From an optimization exercise on the open Yosys and OpenROAD flow, aimed at a short achievable clock period and few clock cycles; shortcuts taken in it are not production practice.
Function was checked by simulation only, so behaviour that the tests miss may differ from the original.
No activity file was given, so power comes from the tool's default toggle rates.

`design/flow/design.v`:
```
`timescale 1ns / 1ps
module CPU (
    input         clk,
    input         reset,
    output [15:0] imem_addr,
    input  [15:0] imem_data,
    output [15:0] dmem_addr,
    output [15:0] dmem_wdata,
    output        dmem_we,
    output        dmem_re,
    input  [15:0] dmem_rdata,
    output        halt
);
    function automatic [17:0] ks17(input [16:0] a, input [16:0] b, input cin);
        reg [16:0] g, p, gn_, pn_;
        integer s, j;
        begin
            g = a & b;
            p = a ^ b;
            g[0] = g[0] | (p[0] & cin);
            gn_ = g;
            pn_ = p;
            for (s = 1; s < 17; s = s * 2) begin
                for (j = 16; j >= 0; j = j - 1) begin
                    if (j >= s) begin
                        gn_[j] = gn_[j] | (pn_[j] & gn_[j - s]);
                        pn_[j] = pn_[j] & pn_[j - s];
                    end
                end
            end
            ks17[0] = p[0] ^ cin;
            for (j = 1; j < 17; j = j + 1)
                ks17[j] = p[j] ^ gn_[j - 1];
            ks17[17] = gn_[16];
        end
    endfunction
    reg [15:0] pc_q;
    reg [15:0] ir;
    reg        ir_v;
    reg [15:0] ir_pc2;
    reg [15:0] ir_pc;
    reg        ir_pred;            
    reg        ir_hit;             
    reg [1:0]  bt_v;
    reg        bt_rr;
    reg [15:0] bt_pc [0:1];
    reg [15:0] bt_tg [0:1];
    reg [2:0]  bt_rs [0:1];
    reg [2:0]  bt_rt [0:1];
    reg [1:0]  bt_bg;
    reg [15:0] gpr [1:7];
    reg [7:1]  gv;
    reg [15:0] ra_q, at_q, hi_q, lo_q;
    reg        ra_v, at_v, hi_v, lo_v;
    reg        hi_ng, lo_ng;       
    reg [15:0] m_addr, m_wdata;
    reg        m_we, m_re;
    reg [2:0]  m_ld_rt;
    reg        halt_q;
    reg        mu_busy;
    reg [16:0] mu_a, mu_b;
    reg        dv_busy;
    reg [2:0]  dv_cnt;
    reg        dv_qneg, dv_rneg;
    reg [15:0] dv_rem, dv_quo, dv_dvs;
    wire [3:0] op   = ir[15:12];
    wire [2:0] rs   = ir[11:9];
    wire [2:0] rt   = ir[8:6];
    wire [2:0] rd   = ir[5:3];
    wire [2:0] fn   = ir[2:0];
    wire [15:0] imm = {{10{ir[5]}}, ir[5:0]};
    wire [15:0] A = (rs != 3'd0 && gv[rs]) ? gpr[rs] : 16'h0000;
    wire [15:0] B = (rt != 3'd0 && gv[rt]) ? gpr[rt] : 16'h0000;
    wire is_r0   = (op == 4'h0);
    wire is_r1   = (op == 4'h1);
    wire is_sh_o = (op == 4'h2);
    wire is_addi = (op == 4'h3);
    wire is_slti = (op == 4'h4);
    wire is_bneq = (op == 4'h5);
    wire is_bgtz = (op == 4'h6);
    wire is_lh   = (op == 4'h8);
    wire is_sh   = (op == 4'h9);
    wire is_mfsr = (op == 4'hA);
    wire is_mtsr = (op == 4'hB);
    wire is_halt = (op == 4'hF);
    wire is_rr   = is_r0 | is_r1;
    wire is_mul  = is_rr & (fn == 3'd2);
    wire is_div  = is_rr & (fn == 3'd3);
    wire is_jr   = is_r1 & (fn == 3'd7);
    wire uses_rs = is_rr | is_sh_o | is_addi | is_slti | is_bneq | is_bgtz | is_lh | is_sh;
    wire uses_rt = (is_rr & ~is_jr) | is_sh_o | is_bneq | is_sh | is_mtsr;
    wire hilo_use = is_mul | is_div |
                    ((is_mfsr | is_mtsr) & (fn == 3'd4 || fn == 3'd5));
    wire ld_hazard = (m_ld_rt != 3'd0) &&
                     ((uses_rs && rs == m_ld_rt) || (uses_rt && rt == m_ld_rt));
    wire dv_hazard = (dv_busy | mu_busy) & hilo_use;
    wire x_stall   = ir_v & (ld_hazard | dv_hazard);
    wire x_go      = ir_v & ~ld_hazard & ~dv_hazard & ~halt_q;
    wire x_halt    = x_go & is_halt;
    wire [17:0] add_ab = ks17({1'b0, A}, {1'b0, B}, 1'b0);
    wire [17:0] sub_ab = ks17({1'b0, A}, {1'b1, ~B}, 1'b1);
    wire [17:0] add_ai = ks17({1'b0, A}, {1'b0, imm}, 1'b0);
    wire [17:0] sub_ai = ks17({1'b0, A}, {1'b1, ~imm}, 1'b1);
    wire [15:0] sum   = add_ab[15:0];
    wire [15:0] diff  = sub_ab[15:0];
    wire [15:0] sumi  = add_ai[15:0];
    wire        slt_u = sub_ab[16];
    wire        slt_s = (A[15] ^ B[15]) ? A[15] : sub_ab[15];
    wire        sltis = (A[15] ^ imm[15]) ? A[15] : sub_ai[15];
    reg [15:0] shres;
    always @(*) begin
        case (fn)
            3'd0: shres = B >> A[3:0];
            3'd1: shres = B << A[3:0];
            3'd2: shres = (B >> A[3:0]) | (B << (5'd16 - {1'b0, A[3:0]}));
            3'd3: shres = (B << A[3:0]) | (B >> (5'd16 - {1'b0, A[3:0]}));
            default: shres = 16'h0000;
        endcase
    end
    wire [17:0] hi_neg = ks17(17'h00000, {1'b1, ~hi_q}, 1'b1);
    wire [17:0] lo_neg = ks17(17'h00000, {1'b1, ~lo_q}, 1'b1);
    wire [15:0] hi_val = ~hi_v ? 16'h0000 : hi_ng ? hi_neg[15:0] : hi_q;
    wire [15:0] lo_val = ~lo_v ? 16'h0000 : lo_ng ? lo_neg[15:0] : lo_q;
    reg [15:0] special;
    always @(*) begin
        case (fn)
            3'd1: special = ir_pc2;
            3'd2: special = ra_v ? ra_q : 16'h0000;
            3'd3: special = at_v ? at_q : 16'h0000;
            3'd4: special = hi_val;
            3'd5: special = lo_val;
            default: special = 16'h0000;
        endcase
    end
    reg [15:0] xres;
    always @(*) begin
        xres = 16'h0000;
        if (is_r0) begin
            case (fn)
                3'd0: xres = sum;
                3'd1: xres = diff;
                3'd4: xres = A & B;
                3'd5: xres = A | B;
                3'd6: xres = ~(A | B);
                3'd7: xres = A ^ B;
                default: xres = 16'h0000;
            endcase
        end else if (is_r1) begin
            case (fn)
                3'd0: xres = sum;
                3'd1: xres = diff;
                3'd4: xres = {15'h0, slt_s};
                3'd5: xres = {15'h0, A == B};
                3'd6: xres = {15'h0, slt_u};
                default: xres = 16'h0000;
            endcase
        end else if (is_sh_o) begin
            xres = shres;
        end else if (is_addi) begin
            xres = sumi;
        end else if (is_slti) begin
            xres = {15'h0, sltis};
        end else if (is_mfsr) begin
            xres = special;
        end
    end
    wire       x_wr   = is_r0 | (is_r1 & ~is_jr) | is_sh_o | is_addi | is_slti | is_mfsr;
    wire [2:0] x_dst  = (is_addi | is_slti) ? rt : rd;
    wire       x_wen  = x_go & x_wr & (x_dst != 3'd0);
    wire        msg = is_r1;
    wire [33:0] prod = $signed(mu_a) * $signed(mu_b);
    wire        b_ne     = (A != B);
    wire        b_gt     = ~A[15] & (A != 16'h0000);
    wire [17:0] b_sum    = ks17({1'b0, ir_pc2}, {1'b0, imm[14:0], 1'b0}, 1'b0);
    wire        b_take   = (is_bneq & b_ne) | (is_bgtz & b_gt);
    wire        b_fix    = (is_bneq | is_bgtz) & (b_take != ir_pred) & (ir[5:0] != 6'd0);
    wire        jr_take  = is_jr & (A != ir_pc2);
    wire        redirect = x_go & (b_fix | jr_take);
    wire [15:0] x_next   = is_jr ? A : b_take ? b_sum[15:0] : ir_pc2;
    wire        bt_new   = x_go & (is_bneq | is_bgtz) & b_take & ~ir_hit & ir[5];
    wire ld_wen = m_re & (m_ld_rt != 3'd0);
    reg [15:0] gn [0:7];
    reg [7:0]  gk;                  
    integer p;
    always @(*) begin
        gn[0] = 16'h0000;
        gk[0] = 1'b1;
        for (p = 1; p < 8; p = p + 1) begin
            if (x_wen && x_dst == p) begin
                gn[p] = xres;
                gk[p] = 1'b1;
            end else begin
                gn[p] = gv[p] ? gpr[p] : 16'h0000;
                gk[p] = ~(ld_wen && m_ld_rt == p) & ~(x_go && is_lh && rt == p);
            end
        end
    end
    wire        bh0   = bt_v[0] & (bt_pc[0] == pc_q);
    wire        bh1   = bt_v[1] & (bt_pc[1] == pc_q);
    wire [2:0]  e_rs  = bh1 ? bt_rs[1] : bt_rs[0];
    wire [2:0]  e_rt  = bh1 ? bt_rt[1] : bt_rt[0];
    wire        e_bg  = bh1 ? bt_bg[1] : bt_bg[0];
    wire [15:0] e_tg  = bh1 ? bt_tg[1] : bt_tg[0];
    wire [15:0] e_a   = gn[e_rs];
    wire [15:0] e_b   = gn[e_rt];
    wire        e_tk  = e_bg ? (~e_a[15] & (e_a != 16'h0000)) : (e_a != e_b);
    wire        e_kn  = gk[e_rs] & (e_bg | gk[e_rt]);
    wire        f_pred = (bh0 | bh1) & e_kn & e_tk;
    wire [15:0] seq    = pc_q + 16'd2;
    wire        f_isj  = (imem_data[15:12] == 4'h7);
    wire [15:0] f_seq  = f_pred ? e_tg : seq;
    wire        f_hit  = bh0 | bh1;
    wire        f_bt   = ((imem_data[15:12] == 4'h5) | (imem_data[15:12] == 4'h6)) &
                         imem_data[5] & ~(f_hit & e_kn);
    wire [7:0]  f_blo  = {1'b0, seq[6:0]} + {1'b0, imem_data[5:0], 1'b0};
    wire [8:0]  seq_hm = seq[15:7] - 9'd1;
    wire [15:0] f_btg  = {f_blo[7] ? seq[15:7] : seq_hm, f_blo[6:0]};
    wire [15:0] f_next = f_isj ? {seq[15:13], imem_data[11:0], 1'b0} :
                         f_bt  ? f_btg : f_seq;
    wire f_hold = halt_q | x_halt;
    wire f_adv  = ~f_hold & ~x_stall & ~redirect;
    wire        dsg   = is_r1;
    wire        a_neg = dsg & A[15];
    wire        b_neg = dsg & B[15];
    wire [17:0] a_ng  = ks17(17'h00000, {1'b1, ~A}, 1'b1);
    wire [17:0] b_ng  = ks17(17'h00000, {1'b1, ~B}, 1'b1);
    wire [15:0] a_abs = a_neg ? a_ng[15:0] : A;
    wire [15:0] b_abs = b_neg ? b_ng[15:0] : B;
    wire        b_z   = (B == 16'h0000);
    reg  [7:0]  lt;
    reg  [17:0] cm;
    integer m;
    always @(*) begin
        for (m = 0; m < 8; m = m + 1) begin
            cm    = ks17({1'b0, a_abs >> (2 * m)}, {1'b1, ~b_abs}, 1'b1);
            lt[m] = cm[16];
        end
    end
    wire        dv_x  = b_z | lt[0];                 
    reg  [2:0]  dv_n;            
    reg  [15:0] dv_r0, dv_q0;
    always @(*) begin
        dv_n  = 3'd7;
        dv_r0 = 16'h0000;
        dv_q0 = a_abs;
        for (m = 7; m >= 1; m = m - 1) begin
            if (lt[m]) begin
                dv_n  = m - 1;
                dv_r0 = a_abs >> (2 * m);
                dv_q0 = a_abs << (16 - 2 * m);
            end
        end
    end
    reg [15:0] st_rem, st_quo;
    reg [16:0] st_t;
    reg [17:0] st_d;
    integer k;
    always @(*) begin
        st_rem = dv_rem;
        st_quo = dv_quo;
        for (k = 0; k < 2; k = k + 1) begin
            st_t   = {st_rem, st_quo[15]};
            st_quo = {st_quo[14:0], 1'b0};
            st_d   = ks17(st_t, {1'b1, ~dv_dvs}, 1'b1);
            if (st_d[17]) begin
                st_t      = st_d[16:0];
                st_quo[0] = 1'b1;
            end
            st_rem = st_t[15:0];
        end
    end
    wire dv_last = dv_busy & (dv_cnt == 3'd0);
    integer i;
    always @(posedge clk or posedge reset) begin
        if (reset) begin
            pc_q    <= 16'h0000;
            ir_v    <= 1'b0;
            gv      <= 7'h00;
            ra_v    <= 1'b0;
            at_v    <= 1'b0;
            hi_v    <= 1'b0;
            lo_v    <= 1'b0;
            m_we    <= 1'b0;
            m_re    <= 1'b0;
            m_ld_rt <= 3'd0;
            halt_q  <= 1'b0;
            dv_busy <= 1'b0;
            mu_busy <= 1'b0;
            bt_v    <= 2'b00;
            bt_rr   <= 1'b0;
        end else begin
            if (bt_new) begin
                bt_v[bt_rr] <= 1'b1;
                bt_rr       <= ~bt_rr;
            end
            if (f_hold) begin
                ir_v <= 1'b0;
            end else if (redirect) begin
                ir_v <= 1'b0;
                pc_q <= x_next;
            end else if (!x_stall) begin
                ir_v <= 1'b1;
                pc_q <= f_next;
            end
            for (i = 1; i < 8; i = i + 1)
                if ((x_wen && x_dst == i) || (ld_wen && m_ld_rt == i))
                    gv[i] <= 1'b1;
            m_we    <= x_go & is_sh;
            m_re    <= x_go & is_lh;
            m_ld_rt <= (x_go & is_lh) ? rt : 3'd0;
            if (x_halt) halt_q <= 1'b1;
            if (x_go & is_mtsr) begin
                case (fn)
                    3'd2: ra_v <= 1'b1;
                    3'd3: at_v <= 1'b1;
                    3'd4: hi_v <= 1'b1;
                    3'd5: lo_v <= 1'b1;
                    default: ;
                endcase
            end
            if (x_go & (is_mul | is_div)) begin
                hi_v <= 1'b1;
                lo_v <= 1'b1;
            end
            mu_busy <= x_go & is_mul;
            if (x_go & is_div & ~dv_x)
                dv_busy <= 1'b1;
            else if (dv_last)
                dv_busy <= 1'b0;
        end
    end
    always @(posedge clk) begin
        if (f_adv) begin
            ir     <= imem_data;
            ir_pc2 <= seq;
            ir_pc  <= pc_q;
            ir_pred <= f_pred | f_bt;
            ir_hit  <= f_hit;
        end
        for (i = 1; i < 8; i = i + 1) begin
            if (x_wen && x_dst == i)
                gpr[i] <= xres;
            else if (ld_wen && m_ld_rt == i)
                gpr[i] <= dmem_rdata;
        end
        if (bt_new) begin
            bt_pc[bt_rr] <= ir_pc;
            bt_tg[bt_rr] <= b_sum[15:0];
            bt_rs[bt_rr] <= rs;
            bt_rt[bt_rr] <= rt;
            bt_bg[bt_rr] <= is_bgtz;
        end
        m_addr  <= sumi;
        m_wdata <= B;
        if (x_go & is_mtsr) begin
            case (fn)
                3'd2: ra_q <= B;
                3'd3: at_q <= B;
                3'd4: begin hi_q <= B; hi_ng <= 1'b0; end
                3'd5: begin lo_q <= B; lo_ng <= 1'b0; end
                default: ;
            endcase
        end
        if (x_go & is_mul) begin
            mu_a <= {msg & A[15], A};
            mu_b <= {msg & B[15], B};
        end
        if (mu_busy) begin
            hi_q  <= prod[31:16];
            lo_q  <= prod[15:0];
            hi_ng <= 1'b0;
            lo_ng <= 1'b0;
        end
        if (x_go & is_div) begin
            dv_qneg <= a_neg ^ b_neg;
            dv_rneg <= a_neg;
            dv_dvs  <= b_abs;
            if (dv_x) begin
                hi_q  <= b_z ? 16'h0000 : A;
                lo_q  <= 16'h0000;
                hi_ng <= 1'b0;
                lo_ng <= 1'b0;
            end else begin
                dv_cnt <= dv_n;
                dv_rem <= dv_r0;
                dv_quo <= dv_q0;
            end
        end else if (dv_busy) begin
            dv_cnt <= dv_cnt - 3'd1;
            dv_rem <= st_rem;
            dv_quo <= st_quo;
            if (dv_last) begin
                hi_q  <= st_rem;
                lo_q  <= st_quo;
                hi_ng <= dv_rneg;
                lo_ng <= dv_qneg;
            end
        end
    end
    assign imem_addr  = pc_q;
    assign dmem_addr  = m_addr;
    assign dmem_wdata = m_wdata;
    assign dmem_we    = m_we;
    assign dmem_re    = m_re;
    assign halt       = halt_q;
endmodule
```
`design/flow/flow/run.sh`:
```
#!/bin/bash
# Standard ORFS layout (the standard.sh, standard synthesis unchanged) with
# setup repair pushed further: the repair steps aim for this much setup
# slack at the design's clock period and constraints (SDC unchanged).
set -euo pipefail
export SETUP_SLACK_MARGIN=${SETUP_SLACK_MARGIN_OVERRIDE:-27.5}
bash standard.sh > standard.log 2>&1
```
`design/flow/standard.sh`:
```
#!/bin/bash
# synth_recipe.tcl (not shown) runs the flow's synth.tcl, then flattens the netlist and writes it again
# the make line also repeats each setting of config.mk as NAME=value (left out here)
make -C /OpenROAD-flow-scripts/flow DESIGN_CONFIG=/design/flow/config.mk WORK_HOME=/design/flow/orfs CLKGATE_MAP_FILE= SYNTH_SCRIPT=/design/flow/synth_recipe.tcl "${@:-finish}"
```
`design/flow/config.mk`:
```
export PLATFORM = sky130hd
export DESIGN_NAME = CPU
export DESIGN_NICKNAME = CPU
export VERILOG_FILES = /design/flow/design.v
export SDC_FILE = /design/flow/constraint.sdc
export NUM_CORES = 4
export LEC_CHECK = 0
export CAP_MARGIN = 20
export CORE_MARGIN = 2
export CORE_UTILIZATION = 50
export SLEW_MARGIN = 20
```
`design/flow/constraint.sdc`:
```
create_clock -name core_clock -period 35.0 [get_ports {clk}]
set_input_delay 7.0000 -clock core_clock [delete_from_list [all_inputs] [get_ports {clk}]]
set_output_delay 7.0000 -clock core_clock [all_outputs]
set_load 0.01 [all_outputs]
```
==> impl_metrics.yaml, run 1 <==
outcome:
  status: "no timing/DRC/antenna violations"
layout:
  area_delta_synth_final_pct: 15.8
  fillers: 8780
  fin_nets: 6521
  multi_input_comb_area_sq_um: 34100
  drive_gt1_share_pct: 15.5
  fin_util_pct: 58.5
  regArea_sq_um: 13000
timing:
  worstMarginPinSlew_ns: 1.16
  grt_setup_unrepaired: "yes"
  slew_violations: 0
  period_minus_slack_ns: 9.11
  final-hold-violation-count: 0
  max_freq_mhz: 110
  relSlewSlack_pct: 22.1
  skew_ns: 0.0824
  fin_tns_setup_ns: 0
  finalSetupViolations: 0
  hold_ws_ns: 0.444
  fin_ws_ns: 25.89
  period_share_pct: 26.0
die:
  fp.dieArea_sq_um: 101000
  core.rowCount: 114
  die_h_um: 317
  die_x_um: 317
  ioPinCount: 85
  coreArea_sq_um: 97000
  start_util_pct: 50.5
yosys:
  yosys.area.top_type_share_pct: 21.8
  synth.most_common_cell: "nand2_1"
  synth_top_family_by_area: "compound AO/OA/AOI/OAI gates"
  synth_edf_count: 356
  synthMuxAreaShare_pct: 3.50
  synth_area_sq_um: 49000
  synth_compound_area_share_pct: 21.8
  synth_common_cells: "638 x nand2_1, 454 x inv_1, 433 x nor2_1"
  synthFlopType: "edfxtp_1"
  async_flop_share_pct: 8.46
  syn-num-nets: 6322
  ys_ff_latch: 461
  yosysUniqueCellTypes: 116
  syn_area_per_cell_sq_um: 8.61
  synth-xor-area-share_pct: 3.86
  synthTopCellsByArea: "edfxtp_1 22%, fa_1 12%, ha_1 7.8%, nand2_1 4.9%, a21oi_1 3.7%"
  synth-simple-area-share_pct: 18.1
  synth_top_cell_by_area: "edfxtp_1"
  syn_inst: 5692
  yosys_warnings: 19
  ys_seq_area_share_pct: 26.5
  yosys.area_share.adder_pct: 19.7
critical_path:
  path_class: "input port to flip-flop"
  reg2reg_slack_ns: 27.28
  worstSetupEndpoint: "pc_q[12]$_DFFE_PP0P_"
  crit_start: "imem_data[0]"
  worstSetupEndpointType: "flip-flop"
  r2r_end: "pc_q[3]$_DFFE_PP0P_"
  r2r-start: "ir[10]$_DFFE_PP_"
  cp_max_fo: 2
  rr_worst_depth: 26
  worstPathArrival_ns: 9.75
  cp-start-kind: "input port"
  worstPathRequired_ns: 35.64
global_routing:
  grt_max_degree: 69
  grt_pass1_vias: 46000
  grt_overflow_total: 0
  antenna_found_initial: 3
  grt_first_pass_wirelength_um: 307000
  grtUsageTotal_pct: 41.4
route:
  drc: 0
  dr.pass1.iters: 7
  ant_nets: 0
  routed_wl_um: 216000
  via_per_inst: 6.74
  vias: 48600
  wire_per_inst_um: 29.9
  drtIter0Drc: 6389
clock_network:
  cts_tree: "built"
  clockBufferDepth: 3
  cts-htree-levels: 2
  clk_latency_ns: 0.73
  holdBufCountCts: 0
  root_buffer: "clkbuf_16"
  cts_buffers: 54
  clk_pin_slew_ns: 0.07
  clock_sinks: 461
placed_design:
  gp_congestion: 1.03
  portBuffers: 84
  hpwl_um: 150000
  place_ws_ns: 24.59
pwr:
  p_sw_share_pct: 53.6
  leakage_nw: 22.7
  p_switching_mw: 2.58
  pwr-share-comb_pct: 70.1
  p_per_area_nw_per_um2: 84.7
  power.internal_mw: 2.23
  peakVddDrop_mv: 0.0529
  power.share.clock_pct: 12.0
  pwr-share-seq_pct: 17.9
hold_path:
  min_path_type: "flip-flop to flip-flop"
run:
  maxCapViolations: 0
==> cells by family (layout without fill, tap and decap cells) <==
group | after synthesis | count (layout)
AND/OR/NAND/NOR | 1858 | 1859
adder cells (fa/ha/maj) | 596 | 596
XOR/XNOR | 215 | 215
flip-flops | 461 | 461
multiplexers | 164 | 164
buffers and inverters | 807 | 1051
AO/OA/AOI/OAI | 1591 | 1591
other | 0 | 1
==> critical path: stages <==
cell and delay [ns]:
buf_8 0.10, ha_4 0.15, fa_2 0.40, a21oi_2 0.14, nor2_1 0.06, nor2_2 0.13, o21bai_1 0.10, a21oi_2 0.20
buf_4 0.17, nand2_4 0.06, or3_4 0.42, buf_4 0.16, xnor2_1 0.20, nand2_1 0.09, o311ai_1 0.09, o211ai_1 0.14
o211ai_1 0.15
==> sequential cells by signal, indices dropped and copies added, names as in the netlist, 17 cells and up, named ones only <==
name and flops:
gpr 112, bt_pc 32, bt_tg 30, mu_a 17, mu_b 17
==> power by group through the flow <==
stage,registers (mW),clock network [mW],logic [mW]
global placement,0.867,0,2.82
detailed placement,0.869,0,2.83
floorplan,0.807,0,1.83
global route,0.862,0.602,3.51
finish,0.859,0.579,3.37
CTS,0.851,0.583,3.03
==> cell type report <==
type / count / share of cell area, %
flip-flops and latches: 461 / 23.0
well taps: 1276 / 2.81
clock inverters: 34 / 0.575
repair buffers: 485 / 7.91
clock buffers: 68 / 2.58
diodes: 1 / 0.00441
inverters: 464 / 3.17
multi-input cells: 4425 / 60.0
==> worst min path at each step <==
stage,startpoint,to,slack (ns),cells after the start
6_report,ir_pc[13]$_DFFE_PP_,bt_pc[0][13]$_DFFE_PP_,0.44,0
5_1_grt,ir_pc[2]$_DFFE_PP_,bt_pc[0][2]$_DFFE_PP_,0.45,0
4_1_cts,ir_pc[2]$_DFFE_PP_,bt_pc[0][2]$_DFFE_PP_,0.44,0
3_5_place_dp,ir_pc[2]$_DFFE_PP_,bt_pc[0][2]$_DFFE_PP_,0.43,0
3_3_place_gp,ir_pc[4]$_DFFE_PP_,bt_pc[0][4]$_DFFE_PP_,0.42,0
2_1_floorplan,ir_pc[10]$_DFFE_PP_,bt_pc[0][10]$_DFFE_PP_,0.42,0
==> stage by stage <==
stage | std cells | power, mW | area, sq um
after global routing | 7213 | 4.97 | 56800
after global placement | 6878 | 3.69 | 51500
final | 7214 | 4.81 | 56800
after detailed placement | 6879 | 3.70 | 51500
after floorplan | 5692 | 2.64 | 49200
after CTS | 7127 | 4.46 | 55200
==> per-layer routing <==
metal	track usage [%]	up-vias	wire length, um
met3	7.62	858	23200
met5	0	-	27
met2	65.0	3321	95500
met1	53.5	23600	81300
met4	24.6	4	15900
li1	-	20900	-
==> cells in the final DEF (no fill, tap or decap), types with 104 or more instances in the layout <==
master	instances
a21oi_1	344
a22oi_1	169
and2_1	138
buf_4	328
edfxtp_1	356
fa_1	289
ha_1	281
inv_1	437
mux2i_1	113
nand2_1	629
nand3_1	104
nor2_1	420
nor3_1	124
o21ai_0	306
xnor2_1	131
==> timing repair <==
action / CTS / global route
cloned: 6 / 12
setup buffers: 140 / 74
resized for setup: 478 / 177
setup endpoints to repair: 300 / 175
pin swaps: 57 / 62
Testbench counts, summed over its fixed seeds: cycles 185,761.
==> run 2, diff against run 1 <==
--- a/design/flow/flow/run.sh
+++ b/design/flow/flow/run.sh
@@ -4,4 +4,4 @@
 # slack at the design's clock period and constraints (SDC unchanged).
 set -euo pipefail
-export SETUP_SLACK_MARGIN=${SETUP_SLACK_MARGIN_OVERRIDE:-27.5}
+export SETUP_SLACK_MARGIN=${SETUP_SLACK_MARGIN_OVERRIDE:-27}
 bash standard.sh > standard.log 2>&1
--- a/design/flow/config.mk
+++ b/design/flow/config.mk
@@ -8,4 +8,4 @@
 export CAP_MARGIN = 20
 export CORE_MARGIN = 2
-export CORE_UTILIZATION = 50
+export CORE_UTILIZATION = 40
 export SLEW_MARGIN = 20
==> run 2 against run 1 <==
  * First-iteration DRC count rose by 4.5%
  * Clock skew fell by 0.0022 ns
  * Die area rose by 25%
  * Total power fell by 2.8%
  * Clock power rose by 9.5%
  * Critical path depth rose by 1
  * Clock-buffer cell count fell by 2
  * Synthesized area did not move
  * Final area fell by 1.5%
  * Via count fell by 1.7%
  * Cell count rose by 3.4%
  * Largest power group unchanged
  * Highest routed layer is now met4
==> impl_metrics.yaml, run 2 <==
yosys:
  syn_inst: 5692
  synth.most_common_cell: "nand2_1"
  synthTopCellsByArea: "edfxtp_1 22%, fa_1 12%, ha_1 7.8%, nand2_1 4.9%, a21oi_1 3.7%"
  async_flop_share_pct: 8.46
  synthFlopType: "edfxtp_1"
  syn-num-nets: 6322
  synth_area_sq_um: 49000
  yosysUniqueCellTypes: 116
  synth_top_cell_by_area: "edfxtp_1"
  ys_seq_area_share_pct: 26.5
  synth_common_cells: "638 x nand2_1, 454 x inv_1, 433 x nor2_1"
  synth_edf_count: 356
  yosys.area.top_type_share_pct: 21.8
  yosys_warnings: 19
  ys_ff_latch: 461
  syn_area_per_cell_sq_um: 8.61
die:
  die_h_um: 354
  start_util_pct: 40.3
  core.rowCount: 128
  ioPinCount: 85
  fp.dieArea_sq_um: 125000
  die_x_um: 354
  coreArea_sq_um: 122000
timing:
  period_minus_slack_ns: 9.18
  hold_ws_ns: 0.432
  worstMarginPinSlew_ns: 1.22
  skew_ns: 0.0802
  slew_violations: 0
  fin_ws_ns: 25.82
  max_freq_mhz: 109
  period_share_pct: 26.2
  final-hold-violation-count: 0
  grt_setup_unrepaired: "yes"
  finalSetupViolations: 0
  relSlewSlack_pct: 18.0
  fin_tns_setup_ns: 0
layout:
  area_delta_synth_final_pct: 14.0
  regArea_sq_um: 13000
  layout_commonest_cell: "nand2_1"
  fin_nets: 6414
  multi_input_comb_area_sq_um: 33600
  layout.cells.non_filler: 7458
  fillers: 11900
  drive_gt1_share_pct: 12.8
  reg_top3: "gpr: 112 flops, bt_pc: 32 flops, bt_tg: 30 flops"
  regMostFlops: "gpr"
  mostFrequentLayoutCells: "632 x nand2_1, 444 x inv_1, 425 x nor2_1"
  largest_register_ffs: 112
clock_network:
  clk_latency_ns: 0.72
  root_buffer: "clkbuf_16"
  cts_tree: "built"
  clock_sinks: 461
  holdBufCountCts: 0
  cts-htree-levels: 2
  clk_pin_slew_ns: 0.06
  clockBufferDepth: 3
  cts_buffers: 54
outcome:
  status: "no timing/DRC/antenna violations"
global_routing:
  grt_overflow_total: 0
  antenna_found_initial: 8
  grtUsageTotal_pct: 32.3
  grt_max_degree: 68
  grt_first_pass_wirelength_um: 306000
  grt_pass1_vias: 45700
pwr:
  power_mw: 4.68
  leakage_nw: 22.1
  p_per_area_nw_per_um2: 83.7
  peakVddDrop_mv: 0.0633
placed_design:
  dp_cells: 7220
  gp_congestion: 1.01
  hpwl_um: 150000
  place_ws_ns: 24.50
  portBuffers: 84
critical_path:
  rr_worst_depth: 25
  path_class: "input port to flip-flop"
  r2r_end: "pc_q[5]$_DFFE_PP0P_"
  r2r-start: "ir[9]$_DFFE_PP_"
  cp_max_fo: 3
  reg2reg_slack_ns: 26.99
  worstSetupEndpointType: "flip-flop"
  worstPathArrival_ns: 9.76
  cp-start-kind: "input port"
  worstPathRequired_ns: 35.58
route:
  via_per_inst: 6.40
  drc: 0
  drtIter0Drc: 6678
  vias: 47800
  dr.pass1.iters: 11
  wire_per_inst_um: 28.2
  routed_wl_um: 210000
  ant_nets: 0
run:
  maxCapViolations: 0
hold_path:
  hold_path_end: "bt_pc[1][13]$_DFFE_PP_"
  worstHoldStart: "ir_pc[13]$_DFFE_PP_"
  min_path_cells: 0
  min_path_type: "flip-flop to flip-flop"
## run 2: power breakdown
group	leakage (nW)	total (mW)	switching, mW	internal [mW]
clock	0.960	0.634	0.267	0.367
combinational	16.9	3.19	2.11	1.08
sequential	4.27	0.854	0.119	0.735
## run 2: area by class of cell
type	count	share of cell area (%)
Tap cell	1625	3.64
Clock inverter	36	0.949
Antenna cell	3	0.0134
Clock buffer	66	2.59
Multi-Input combinational cell	4424	60.1
Timing Repair Buffer	379	6.19
Inverter	464	3.18
Sequential cell	461	23.3
## run 2: logic make-up after synthesis
group                      Yosys count  share of synthesized area (%)
and+or+nand+nor                   1858                           18.1
muxes                              164                           3.50
DFF                                461                           26.5
AOI/OAI and AO/OA                 1591                           21.8
xor gates and xnor gates           215                           3.86
buffers and inverters              807                           6.60
adders and majority gates          596                           19.7
## run 2: how the worst max path moves through the flow
| stage | from | end | depth (start not counted) |
|---|---|---|---|
| after floorplan | imem_data[0] | pc_q[15]$_DFFE_PP0P_ | 15 |
| after global placement | imem_data[0] | pc_q[15]$_DFFE_PP0P_ | 17 |
| after detailed placement | imem_data[0] | pc_q[15]$_DFFE_PP0P_ | 16 |
| after CTS | imem_data[0] | pc_q[14]$_DFFE_PP0P_ | 17 |
| after global routing | imem_data[0] | pc_q[14]$_DFFE_PP0P_ | 17 |
| final | imem_data[0] | pc_q[12]$_DFFE_PP0P_ | 18 |
## run 2: timing repair
action                     4_1_cts  5_1_grt
buffers inserted                53       72
resized for setup              376      123
setup endpoints to repair      238      150
pin swaps                       29       30
gates cloned                     1        7
## run 2: critical path, cell delays in order
cell and delay, ns:
buf_8 0.10, ha_4 0.15, fa_2 0.35, a21oi_2 0.15, nor2_1 0.06, nor2_1 0.15, o21bai_1 0.11, a21oi_2 0.22
buf_4 0.16, nand2_4 0.05, or3_4 0.40, buf_4 0.15, buf_6 0.10, xnor2_1 0.12, nand2_1 0.12, o311ai_1 0.11
o211ai_1 0.15, o211ai_1 0.13
## run 2: metal layers
layer  wire, um  share of wire, %  vias up  track usage (%)
met2      94400                45     2946             51.5
met5          0                 0        -                0
met3      20600               9.8      776             5.52
li1           -                 -    20700                -
met1      81400                39    23400             41.9
met4      14100               6.7        0             17.5
## run 2: through the flow
stage | utilization [%] | cell area, sq um
final | 45.9 | 55900
after global routing | 45.9 | 55900
after CTS | 44.9 | 54700
after detailed placement | 42.7 | 51900
after global placement | 42.7 | 51900
after floorplan | - | 49200

afterwards: timing with drivers on the ports:
No port has a modelled driver above. Below, the same layouts with a new extraction and two added sets of constraints. Step 1, drivers: a clkbuf_16 drives clk and a buf_2 each remaining input, both assumed. Step 2 adds t to the input delays and takes it off the output delays; t is the mean of the earliest and latest rising clock arrival at the registers after step 1. Input paths then give back, and output paths get back, about the clock's delay inside the block. a / b / c = ideal / step 1 / step 2; a / b = the first two.
run	shift t [ns]	setup slack, ns	latest minus earliest clock arrival (ns)	slew at the worst register clock pin (ns)	worst slew at a driven data input, ns
run 1	0.766	25.894 / 25.929 / 25.163	0.085 / 0.084	0.07 / 0.07	0.06
run 2	0.758	25.822 / 25.850 / 25.093	0.080 / 0.081	0.07 / 0.07	0.06
After both steps setup and hold are still met in every run listed. For run 1, which loses most, drivers alone change the setup slack by +0.035 ns; drivers and shift together by -0.731 ns.
